This is an optimization exercise on Yosys and OpenROAD, whose aim is small area, not a production implementation. In this exercise RTL edits were held to simulation tests only and were not proved equivalent to the original. The clock port is modelled as an ideal driver, which makes a skipped or thinned clock tree look cheaper than it is; a real chip needs a root buffer or a tree. No activity file was given, so power comes from the tool's default toggle rates.

== build 33 ==
==> flow/design.v (excerpt) <==
module upCounter(
    input i_clk,
    input i_reset,
    output [3:0] o_fndDigit,
    output [7:0] o_fndData
    );
Settings: LEC_CHECK=0, CAP_MARGIN=20, CORE_AREA=2.3 2.72 57.04 57.12, DIE_AREA=0 0 59.42 59.42, PLACE_DENSITY=0.9, SLEW_MARGIN=20; clock period 120.0 ns.
standard.sh (not shown) runs the stock make flow with config.mk's settings and CLKGATE_MAP_FILE= SYNTH_SCRIPT=/design/flow/synth_recipe.tcl, a recipe that flattens the netlist after the stock synthesis.
==> flow/flow/run.sh <==
#!/bin/bash
# Own layout flow: the standard synthesis, then the combinational logic between
# the registers re-mapped for area (every register cell and name kept), then
# the standard ORFS layout with 1x port buffers and a one-level clock tree
# (the clock port drives one buffer, which drives every register).
set -euo pipefail
W=$(pwd)
R=$W/orfs/results/$FLOW_PLATFORM/upCounter/base
YOSYS=$(command -v yosys || echo $FLOW_HOME/../tools/install/yosys/bin/yosys)
OPENROAD=$(command -v openroad || echo $FLOW_HOME/../tools/install/OpenROAD/bin/openroad)

bash standard.sh synth > synth.log 2>&1
cp "$R/1_2_yosys.v" "$W/std_synth.v"

"$YOSYS" -c flow/reopt.tcl > reopt.log 2>&1
cp "$W/reopt_synth.v" "$R/1_2_yosys.v"
rm -f "$R/1_synth.odb" "$R/1_synth.sdc"

export BUFFER_PORTS_ARGS="-buffer_cell sky130_fd_sc_hd__buf_1"
bash standard.sh place > place.log 2>&1

RESULTS="$R" CLOCK_PORT=i_clk CLOCK_BUF=sky130_fd_sc_hd__buf_4 CLOCK_NBUF=2 \
  "$OPENROAD" -no_init -exit flow/cts.tcl > cts.log 2>&1
cp "$R/4_1_cts.odb" "$R/4_cts.odb"

bash standard.sh finish > finish.log 2>&1
==> flow/flow/cts.tcl <==
# Clock tree of one level: the clock port drives CLOCK_NBUF clock buffers
# (cell CLOCK_BUF), each placed at the centre of its share of the registers
# (registers split into groups by position) and driving their clock pins.
set plat $::env(FLOW_HOME)/platforms/sky130hd
set res $::env(RESULTS)
read_lef $plat/lef/sky130_fd_sc_hd.tlef
read_lef $plat/lef/sky130_fd_sc_hd_merged.lef
read_liberty $plat/lib/sky130_fd_sc_hd__tt_025C_1v80.lib
read_db $res/3_place.odb
read_sdc $res/3_place.sdc
source $plat/setRC.tcl

set block [ord::get_db_block]
set clknet [$block findNet $::env(CLOCK_PORT)]
$clknet setSigType CLOCK
set master [[ord::get_db] findMaster $::env(CLOCK_BUF)]
set nbuf $::env(CLOCK_NBUF)

# sinks sorted by x (or by y for the second split), then cut into groups
set sinks {}
foreach it [$clknet getITerms] {
  set loc [[$it getInst] getLocation]
  lappend sinks [list $it [lindex $loc 0] [lindex $loc 1]]
}
set sinks [lsort -integer -index 1 $sinks]
set n [llength $sinks]
for {set b 0} {$b < $nbuf} {incr b} {
  set lo [expr {($n * $b) / $nbuf}]
  set hi [expr {($n * ($b + 1)) / $nbuf - 1}]
  set inst [odb::dbInst_create $block $master clkbuf_root_$b]
  set net [odb::dbNet_create $block clknet_root_$b]
  $net setSigType CLOCK
  set sx 0; set sy 0; set m 0
  foreach s [lrange $sinks $lo $hi] {
    set it [lindex $s 0]
    incr sx [lindex $s 1]; incr sy [lindex $s 2]; incr m
    $it disconnect
    $it connect $net
  }
  [$inst findITerm A] connect $clknet
  [$inst findITerm X] connect $net
  $inst setLocation [expr {$sx / $m}] [expr {$sy / $m}]
  $inst setPlacementStatus PLACED
  puts "clock buffer $b ($::env(CLOCK_BUF)) drives $m sinks"
}

set_placement_padding -global -left 0 -right 0
detailed_placement
check_placement -verbose

set_propagated_clock [all_clocks]
estimate_parasitics -placement
set mx 0
foreach p [get_pins -hier */CLK] { set s [get_property $p slew_max]; if {$s > $mx} {set mx $s} }
puts "largest register clock slew (placement estimate): $mx"
report_worst_slack -min
report_worst_slack -max

if {[info exists ::env(CTS_DRYRUN)]} { exit }
write_db $res/4_1_cts.odb
write_sdc -no_timestamp $res/4_cts.sdc
==> flow/flow/reopt.tcl <==
# Re-map the standard synthesis's combinational logic for area. Registers are
# kept as black boxes, so their cells and instance names do not change.
set lib $::env(FLOW_HOME)/platforms/sky130hd/lib/sky130_fd_sc_hd__tt_025C_1v80.lib
yosys read_liberty -overwrite -ignore_miss_func $lib
yosys read_verilog std_synth.v
yosys hierarchy -top $::env(FLOW_TOP)
set fh [open $lib r]
set seq {}
while {[gets $fh line] >= 0} {
  if {[regexp {cell\s*\(\s*"?(sky130_fd_sc_hd__(df|dl|sdf|edf|sedf)\w+)"?\s*\)} $line -> c]} {
    lappend seq $c
  }
}
close $fh
foreach c [lsort -unique $seq] { yosys blackbox $c }
yosys flatten
yosys opt -purge
# the platform's don't-use cells, from its config.mk
set fh [open $::env(FLOW_HOME)/platforms/sky130hd/config.mk r]
set cfg [read $fh]
close $fh
regexp {DONT_USE_CELLS \+= \\(.*?)\n\s*#} $cfg -> du
set dont_use {}
foreach c [concat [regexp -all -inline {sky130_fd_sc_hd__\w+} $du] sky130_fd_sc_hd__ha_1 sky130_fd_sc_hd__fa_1] { lappend dont_use -dont_use $c }
puts "dont_use: $dont_use"
# Several ABC runs (different seeds of its deep synthesis); the smallest
# mapping is kept. All of them compute the same logic.
yosys design -save pre_abc
set best_area 1e18
set best_run ""
set runs {}
foreach map {amap {amap -m}} {
  lappend runs "strash\ndch -f\n$map\ntopo"
  foreach seed {1 2 3 4 5 6} {
    lappend runs "&get -n\n&st\n&deepsyn -T 10 -S $seed\n&put\ndch -f\n$map\ntopo"
  }
}
set i 0
foreach script $runs {
  yosys design -load pre_abc
  set fh [open abc_area_$i.script w]
  puts $fh $script
  close $fh
  yosys abc -liberty $lib {*}$dont_use -script abc_area_$i.script
  yosys read_liberty -lib -overwrite $lib
  set st [yosys tee -q -s result.string stat -liberty $lib]
  regexp {Chip area for module '\\[^']*': ([0-9.]+)} $st -> area
  puts "abc run $i: area $area"
  if {$area < $best_area} {
    set best_area $area
    set best_run $i
    yosys design -save best_abc
  }
  incr i
}
puts "kept abc run $best_run: area $best_area"
yosys design -load best_abc
# cell definitions again (black boxes) so that the checks know the pin directions
yosys read_liberty -lib -overwrite $lib
yosys opt_clean -purge
yosys splitnets
yosys opt_clean -purge
yosys hilomap -singleton -hicell sky130_fd_sc_hd__conb_1 HI -locell sky130_fd_sc_hd__conb_1 LO
yosys insbuf -buf sky130_fd_sc_hd__buf_1 A X
yosys check -assert -mapped
yosys stat -liberty $lib
yosys write_verilog -noattr -nohex -nodec -selected reopt_synth.v
--- input diff build 33..build 82 ---
-- flow/flow/run.sh --
<<< build 33, line 20
bash standard.sh place > place.log 2>&1

RESULTS="$R" CLOCK_PORT=i_clk CLOCK_BUF=sky130_fd_sc_hd__buf_4 CLOCK_NBUF=2 \
  "$OPENROAD" -no_init -exit flow/cts.tcl > cts.log 2>&1
cp "$R/4_1_cts.odb" "$R/4_cts.odb"
>>> build 82, line 20
bash standard.sh place > place.log 2>&1

RESULTS="$R" CLOCK_PORT=i_clk CLOCK_BUF=sky130_fd_sc_hd__buf_12 CLOCK_NBUF=1 \
  "$OPENROAD" -no_init -exit flow/cts.tcl > cts.log 2>&1
cp "$R/4_1_cts.odb" "$R/4_cts.odb"
==> comparison <==
Build 82: full flow OK, the timing, design-rule and antenna checks passed. Measured against each other, build 82 and build 33 differ in setup slack on the worst flop-to-flop path, the higher figure coming from build 82. Between build 33 and build 82, final critical-path required period decreased. Post-route clock period utilization across build 82 and build 33: no real change. Delta (build 82 minus build 33): final worst setup slack moved up, final cell count now sits lower, maximum frequency held, slew at the pin closest to its max-slew limit moved down. Setup clock skew after layout across build 82 and build 33: no real change.
What build 55 does differently from build 82 at the input level:
-- flow/flow/run.sh --
<<< build 82, line 13
cp "$R/1_2_yosys.v" "$W/std_synth.v"

"$YOSYS" -c flow/reopt.tcl > reopt.log 2>&1
cp "$W/reopt_synth.v" "$R/1_2_yosys.v"
rm -f "$R/1_synth.odb" "$R/1_synth.sdc"
>>> build 55, line 13
cp "$R/1_2_yosys.v" "$W/std_synth.v"

FLOW_RESET=i_reset "$YOSYS" -c flow/reopt.tcl > reopt.log 2>&1
cp "$W/reopt_synth.v" "$R/1_2_yosys.v"
rm -f "$R/1_synth.odb" "$R/1_synth.sdc"
-- flow/flow/reopt.tcl --
<<< build 82, line 66
yosys stat -liberty $lib
yosys write_verilog -noattr -nohex -nodec -selected reopt_synth.v
>>> build 55, line 66
yosys stat -liberty $lib
yosys write_verilog -noattr -nohex -nodec -selected reopt_synth.v

# Inverters: inv_2 has the area of clkinv_1 and drives more. The inverter of the
# reset input drives every register's reset pin, so it gets inv_4.
set fh [open reopt_synth.v r]
set net [read $fh]
close $fh
set net [string map {"sky130_fd_sc_hd__clkinv_1 " "sky130_fd_sc_hd__inv_2 "} $net]
set rst $::env(FLOW_RESET)
set n [regsub -all "sky130_fd_sc_hd__inv_2 (\\S+\\s*\\(\\s*\\.A\\($rst\\)\\s*,)" $net {sky130_fd_sc_hd__inv_4 \1} net]
puts "reset inverters resized: $n"
set fh [open reopt_synth.v w]
puts -nonewline $fh $net
close $fh
## What came out
- Re first-pass GRT wire length: build 82 was higher than build 55.
- The worst-case clock skew on build 82 is in line with that on build 55.
- Between build 55 and build 82, the difference in detailed-routed wire length on met2 is negligible.
- NOTE final non-filler cell area build 82->build 55 decreased slightly
- The standard cell area after detailed placement was comparable across build 55 and build 82.
- For the met1 track demand over resource, build 55 came in 0.52 points lower than build 82 did.
- Build 55: sequential fraction of total cell area 0.54 points above build 82
- There was hardly any difference in cell count after synthesis between build 55 and build 82.
- Part of the cycle the worst path needs essentially unchanged between build 82 and build 55.
- Worst hold slack: build 55 vs build 82 up 9.1 ps
No run of this note takes its clock network from TritonCTS; it comes from the design's own scripts or RTL.

---

== the previous run ==
upCounter, a different RTL version from the one above (not shown whole).
Size: ~140 cells after synthesis.
## upCounter
module upCounter(
    input i_clk,
    input i_reset,
    output [3:0] o_fndDigit,
    output [7:0] o_fndData
    );
make LEC_CHECK=0 CAP_MARGIN=20 CORE_MARGIN=2 CORE_UTILIZATION=40 CTS_BUF_LIST=sky130_fd_sc_hd__clkbuf_16 SLEW_MARGIN=20 finish   # period 120.0 ns
run.sh (not shown) runs the stock make flow with config.mk's settings and CLKGATE_MAP_FILE= SYNTH_SCRIPT=/design/flow/synth_recipe.tcl, a recipe that flattens the netlist after the stock synthesis.
Stock flow here: none of the scripts above is used.
Relative to the previous run, the following input files were edited for the current run:
- CTS_BUF_LIST changed from sky130_fd_sc_hd__clkbuf_16 to sky130_fd_sc_hd__clkbuf_8
[summary]
Comparing met2 routing resource usage after global routing for the previous run and the current run, the smaller number came from the current run.
Setup-violating endpoint count in the final report came out exactly the same in the previous run and the current run.
Of the previous run and the current run, the run reporting the lower worst hold slack was the previous run.
Going from the previous run to the current run, the combinational share of power was found to have gone down by 0.2 points.

port drivers added, routing unchanged:
The results above use ideal ports. As a check the final layouts listed here were re-extracted and re-timed, cells and wires unchanged. Step 1 sets driving cells, clkbuf_16 on the clock port and buf_2 on the other inputs (assumed; they add their load-dependent delay and slew). Step 2 times the ports against the registers' clock, not the clock port: input delays grow and output delays shrink by t, the midpoint of the rising clock arrivals with the driver on. Three values: no drivers, after step 1, after step 2; two values: the first two.
run	t (ns)	setup slack, ns	hold slack, ns	worst setup path after step 2	worst register clock-pin slew, ns
build 33	0.180	92.879 / 92.850 / 93.031	0.387 / 0.387 / 0.387	register to output	0.12 / 0.12
build 82	0.161	92.924 / 92.894 / 93.054	0.384 / 0.384 / 0.384	register to output	0.10 / 0.10
build 55	0.162	92.991 / 92.961 / 93.123	0.393 / 0.393 / 0.393	register to output	0.10 / 0.10
the previous run	0.285	93.377 / 93.350 / 93.635	0.362 / 0.362 / 0.362	register to output	0.07 / 0.07
the current run	0.287	93.354 / 93.330 / 93.617	0.369 / 0.369 / 0.369	register to output	0.09 / 0.09
After both steps setup and hold are still met in every run listed.
